This design comes from an exercise in tuning for small area on the open sky130 flow, not from production work.
Function was checked by simulation only, so behaviour that the tests miss may differ from the original.

==> try-zinc: inputs <==
==> flow/design.v (excerpt) <==
module AHBL_dwarfRV32 (
    input HCLK,
    input HRESETn,
    input [31:0]    HRDATA,
    input           HREADY,
    input           HRESP,                 
    output [31:0]   HADDR,
    output [2:0]    HSIZE,
    output [2:0]    HBURST,
    output [3:0]    HPROT,
    output          HMASTLOCK,
    output [1:0]    HTRANS,
    output [31:0]   HWDATA,
    output          HWRITE,
    input  [15:0] INT,
    output simdone
);
Settings: LEC_CHECK=0, CAP_MARGIN=0, CORE_MARGIN=2, CORE_UTILIZATION=55, CTS_BUF_LIST=sky130_fd_sc_hd__clkbuf_4 sky130_fd_sc_hd__clkbuf_8, SLEW_MARGIN=0; clock period 11.0 ns.
run.sh (not shown) runs the stock make flow with config.mk's settings and CLKGATE_MAP_FILE= SYNTH_SCRIPT=/design/flow/synth_recipe.tcl, a recipe that flattens the netlist after the stock synthesis.
==> inputs of try-harbor, as changes to try-zinc <==
--- a/flow/design.v
+++ b/flow/design.v
@@ -1,66 +1,7 @@
-module rv32_imm_gen (
-    input [31:0] inst,
-    output reg [31:0] imm
-);
-    always @(*) begin
-        case (inst[6:2])
-            5'b01_000  : imm = { {21{inst[31]}}, inst[30:25], inst[11:8], inst[7] };
-            5'b01_101,
-            5'b00_101  : imm = { inst[31:12], 12'b0 };
-            5'b11_011    : imm = { {12{inst[31]}}, inst[19:12], inst[20], inst[30:21], 1'b0 };
-            5'b11_000 : imm = { {20{inst[31]}}, inst[7], inst[30:25], inst[11:8], 1'b0 };
-            default        : imm = { {21{inst[31]}}, inst[30:20] };
-        endcase
-    end
-endmodule
-module rv32_alu (
-    input  [31:0] a, b,
-    input  [4:0]  opcode,
-    input  [2:0]  func3,
-    input         f7_5,
-    input         tgt,           
-    output [31:0] r,
-    output        cf, zf, vf, sf
-);
-    wire I = (opcode == 5'b00_100);
-    wire R = (opcode == 5'b01_100);
-    wire IorR = I | R;
-    wire instr_logic = IorR & ((func3 == 3'b100) | (func3 == 3'b111) | (func3 == 3'b110));
-    wire instr_shift = IorR & ((func3 == 3'b001) | (func3 == 3'b101));
-    wire instr_slt   = IorR & (func3 == 3'b010);
-    wire instr_sltu  = IorR & (func3 == 3'b011);
-    wire instr_sub   = R & (func3 == 3'b000) & f7_5;
-    wire instr_branch = (opcode == 5'b11_000);
-    wire sub = (instr_branch & ~tgt) | instr_sub | instr_slt | instr_sltu;
-    wire [31:0] op_b = {32{sub}} ^ b;
-    wire [31:0] add_sub;
-    assign {cf, add_sub} = a + op_b + {31'b0, sub};
-    wire [31:0] and_or_xor = (func3[1:0] == 2'b11) ? (a & b) :
-                             (func3[1:0] == 2'b10) ? (a | b) : (a ^ b);
-    wire [4:0] sha = b[4:0];
-    reg  [31:0] a_rev, sr_rev;
-    integer j;
-    always @(*)
-        for (j = 0; j < 32; j = j + 1) a_rev[j] = a[31 - j];
-    wire [31:0] sh_in = func3[2] ? a : a_rev;
-    wire fill = func3[2] & f7_5 & a[31];
-    wire [63:0] sh_ext = {{32{fill}}, sh_in} >> sha;
-    wire [31:0] sr = sh_ext[31:0];
-    always @(*)
-        for (j = 0; j < 32; j = j + 1) sr_rev[j] = sr[31 - j];
-    wire [31:0] shift = func3[2] ? sr : sr_rev;
-    assign zf = (add_sub == 32'b0);
-    assign sf = add_sub[31];
-    assign vf = a[31] ^ op_b[31] ^ add_sub[31] ^ cf;
-    assign r = instr_slt  ? {31'b0, (sf != vf)} :
-               instr_sltu ? {31'b0, ~cf} :
-               instr_logic ? and_or_xor :
-               instr_shift ? shift : add_sub;
-endmodule
 module rv32_core (
     input clk, rst,
     output [31:0] bdi, baddr,
     output bwr,
     output [1:0] bsz,
     input [31:0] bdo,
     input brdy,
@@ -137,23 +78,72 @@
     wire ld_cycle = csrrw1 & (csr1 == 12'hc00);
     wire c_cycle  = csrrci1 & (csr1 == 12'hc00);
     wire ld_time  = csrrw1 & (csr1 == 12'hc01);
     wire c_time   = csrrci1 & (csr1 == 12'hc01);
     wire ld_uie   = csrrw1 & (csr1 == 12'h004);
     wire c_uie    = csrrci1 & (csr1 == 12'h004);
     wire [4:0] uimm = IR1[19:15];
-    wire [31:0] I1;
-    rv32_imm_gen IMMG (.inst(IR1r), .imm(I1));
-    wire tgt = cyc & (br1 | jal1);
-    wire [31:0] alu_a = (auipc1 | tgt) ? PC1 : R1;
-    wire [31:0] alu_b = (alui1 | load1 | store1 | jalr1 | auipc1 | lui1 | tgt) ? I1 : R2;
+    reg fS, fU, fJ, fB;          
+    reg bsrc_r, asrc_r, brjal_r;
+    wire [4:0] opI = IR[6:2];
+    always @(posedge clk or posedge rst)
+        if (rst) begin
+            fS <= 1'b0; fU <= 1'b0; fJ <= 1'b0; fB <= 1'b0;
+            bsrc_r <= 1'b1; asrc_r <= 1'b0; brjal_r <= 1'b0;
+        end else if (cyc & ~hold) begin
+            fS <= opI == 5'b01_000;
+            fU <= (opI == 5'b01_101) | (opI == 5'b00_101);
+            fJ <= opI == 5'b11_011;
+            fB <= opI == 5'b11_000;
+            bsrc_r <= alui0 | load0 | store0 | jalr0 | (opI == 5'b00_101) | (opI == 5'b01_101);
+            asrc_r <= opI == 5'b00_101;
+            brjal_r <= br0 | (opI == 5'b11_011);
+        end
+    wire [31:0] I1 = fS ? { {21{IR1r[31]}}, IR1r[30:25], IR1r[11:8], IR1r[7] } :
+                     fU ? { IR1r[31:12], 12'b0 } :
+                     fJ ? { {12{IR1r[31]}}, IR1r[19:12], IR1r[20], IR1r[30:21], 1'b0 } :
+                     fB ? { {20{IR1r[31]}}, IR1r[7], IR1r[30:25], IR1r[11:8], 1'b0 } :
+                          { {21{IR1r[31]}}, IR1r[30:20] };
+    wire tgt = cyc & ~sq & brjal_r;
+    wire [31:0] alu_a = ((~sq & asrc_r) | tgt) ? PC1 : R1;
+    wire [31:0] alu_b = (sq | bsrc_r | tgt) ? I1 : R2;
     wire [31:0] alu_r;
     wire alu_cf, alu_zf, alu_vf, alu_sf;
-    rv32_alu ALU (.a(alu_a), .b(alu_b), .opcode(op1), .func3(f3_1), .f7_5(IR1[30]), .tgt(tgt),
-                  .r(alu_r), .cf(alu_cf), .zf(alu_zf), .vf(alu_vf), .sf(alu_sf));
+    wire [2:0] func3 = f3_1;
+    wire f7_5 = IR1[30];
+    wire instr_logic = alu1 & ((func3 == 3'b100) | (func3 == 3'b111) | (func3 == 3'b110));
+    wire instr_shift = alu1 & ((func3 == 3'b001) | (func3 == 3'b101));
+    wire instr_slt   = alu1 & (func3 == 3'b010);
+    wire instr_sltu  = alu1 & (func3 == 3'b011);
+    wire instr_sub   = alur1 & (func3 == 3'b000) & f7_5;
+    wire sub = (br1 & ~tgt) | instr_sub | instr_slt | instr_sltu;
+    wire [31:0] op_b = {32{sub}} ^ alu_b;
+    wire [31:0] add_sub;
+    assign {alu_cf, add_sub} = alu_a + op_b + {31'b0, sub};
+    wire [31:0] and_or_xor = (func3[1:0] == 2'b11) ? (alu_a & alu_b) :
+                             (func3[1:0] == 2'b10) ? (alu_a | alu_b) : (alu_a ^ alu_b);
+    wire [4:0] sha = alu_b[4:0];
+    reg  [31:0] a_rev, sr_rev;
+    integer j;
+    always @(*)
+        for (j = 0; j < 32; j = j + 1) a_rev[j] = alu_a[31 - j];
+    wire [31:0] sh_in = func3[2] ? alu_a : a_rev;
+    wire fill = func3[2] & f7_5 & alu_a[31];
+    wire [63:0] sh_ext = {{32{fill}}, sh_in} >> sha;
+    wire [31:0] sr = sh_ext[31:0];
+    always @(*)
+        for (j = 0; j < 32; j = j + 1) sr_rev[j] = sr[31 - j];
+    wire [31:0] shift = func3[2] ? sr : sr_rev;
+    assign alu_zf = (add_sub == 32'b0);
+    assign alu_sf = add_sub[31];
+    assign alu_vf = alu_a[31] ^ op_b[31] ^ add_sub[31] ^ alu_cf;
+    assign alu_r = instr_slt  ? {31'b0, (alu_sf != alu_vf)} :
+                   instr_sltu ? {31'b0, ~alu_cf} :
+                   instr_logic ? and_or_xor :
+                   instr_shift ? shift : add_sub;
     reg [31:0] disi, ext_bdo;
     always @(*) begin
         case (Rlo)
             2'b00: disi = bdo;
             2'b01: disi = bdo >> 8;
             2'b10: disi = bdo >> 16;
             default: disi = bdo >> 24;
@@ -258,50 +248,62 @@
     assign baddr = cyc ? PC_w : ((load1 | store1) ? alu_r : 32'h00440044);
     assign bsz = cyc ? 2'b10 : f3_1[1:0];
     assign bwr = ~cyc & store1;
     assign bdi = (Rlo == 2'b01) ? {R2[23:0],  8'd0} :
                  (Rlo == 2'b10) ? {R2[15:0], 16'd0} :
                  (Rlo == 2'b11) ? {R2[7:0],  24'd0} : R2;
 endmodule
+module rf_aoi222 (
+    input a1, a2, b1, b2, c1, c2,
+    output y
+);
+    assign y = ~((a1 & a2) | (b1 & b2) | (c1 & c2));
+endmodule
 module regFile(
     input clk, rst,
     input cyc,
     input we,
     input [4:0] wa,
     input [31:0] wd,
     input [4:0] ra_pre,      
     input [4:0] ra2,         
     output reg [31:0] rs1_q,
     output [31:0] rs2_d
 );
     reg [31:0] RF [1:31];
     reg [31:1] valid;
     wire [4:0] pa = cyc ? ra2 : ra_pre;
-    reg [31:0] pout;
-    integer i;
-    always @(*) begin
-        pout = 32'd0;
-        for (i = 1; i < 32; i = i + 1)
-            pout = pout | ({32{valid[i] & (pa == i)}} & RF[i]);
-    end
-    assign rs2_d = pout;
-    genvar g;
+    wire [31:0] sel;
+    assign sel[0] = 1'b0;
+    genvar g, b;
     generate
         for (g = 1; g < 32; g = g + 1) begin : w
-            wire sel = we && (wa == g);
+            assign sel[g] = valid[g] & (pa == g);
+            wire wsel = we && (wa == g);
             always @(posedge clk or posedge rst)
                 if (rst) valid[g] <= 1'b0;
-                else if (sel) valid[g] <= 1'b1;
+                else if (wsel) valid[g] <= 1'b1;
             always @(posedge clk)
-                if (sel) RF[g] <= wd;
+                if (wsel) RF[g] <= wd;
+        end
+        for (b = 0; b < 32; b = b + 1) begin : rd
+            wire [10:0] y;
+            for (g = 0; g < 10; g = g + 1) begin : grp
+                rf_aoi222 u (.a1(sel[3*g+1]), .a2(RF[3*g+1][b]),
+                             .b1(sel[3*g+2]), .b2(RF[3*g+2][b]),
+                             .c1(sel[3*g+3]), .c2(RF[3*g+3][b]),
+                             .y(y[g]));
+            end
+            assign y[10] = ~(sel[31] & RF[31][b]);
+            assign rs2_d[b] = ~&y;
         end
     endgenerate
     always @(posedge clk or posedge rst)
         if (rst) rs1_q <= 32'd0;
-        else if (~cyc) rs1_q <= pout;
+        else if (~cyc) rs1_q <= rs2_d;
 endmodule
 module AHBL_dwarfRV32 (
     input HCLK,
     input HRESETn,
     input [31:0]    HRDATA,
     input           HREADY,
     input           HRESP,                 
- SYNTH_HIERARCHICAL: unset -> 1
==> summary.md <==
| Metric | Value |
|---|---|
| Outcome | `finished with violations` |
| Failed Checks | `capacitance limit, slew limit` |
| Max Cap Violations | `1` |
| TritonCTS clock tree | `done` |
| Unrepaired setup endpoints after global routing | `no` |
| Fin nets | `6,326` |
| Crit Path Class | `flop to output pin` |
| Synth warn | `10` |
| DR WL/cell | `36.1 um` |
| Pins over their slew limit | `3` |
| Final instance area | `78,000 um^2` |
# the run above: try-harbor

==> summary.md <==
| Metric | Value |
|---|---|
| Outcome | `aborted with a tool error` |
| Fail Step | `synthesis` |
| Stop err | `ERROR: ABC failed with status F` |
| Synth warn | `5` |
# the run above: try-zinc

port drivers added, routing unchanged:
Ports are ideal in the flow. The routed layout listed here was re-timed in OpenROAD. Step 1 sets driving cells, clkbuf_16 on the clock port and buf_2 on the other inputs (assumed; they add their load-dependent delay and slew). Step 2 times the ports against the registers' clock, not the clock port: input delays grow and output delays shrink by t, the midpoint of the rising clock arrivals with the driver on. Three values: no drivers, after step 1, after step 2; two values: the first two.
run: try-harbor
t (ns): 1.017
slack for setup (ns): 0.173 / 0.093 / 1.110
worst slew at a driven data input, ns: 0.06
pins driven straight from the clock port: 1
The setup slack of try-harbor moves by -0.080 ns with the drivers and by +0.937 ns with both steps.
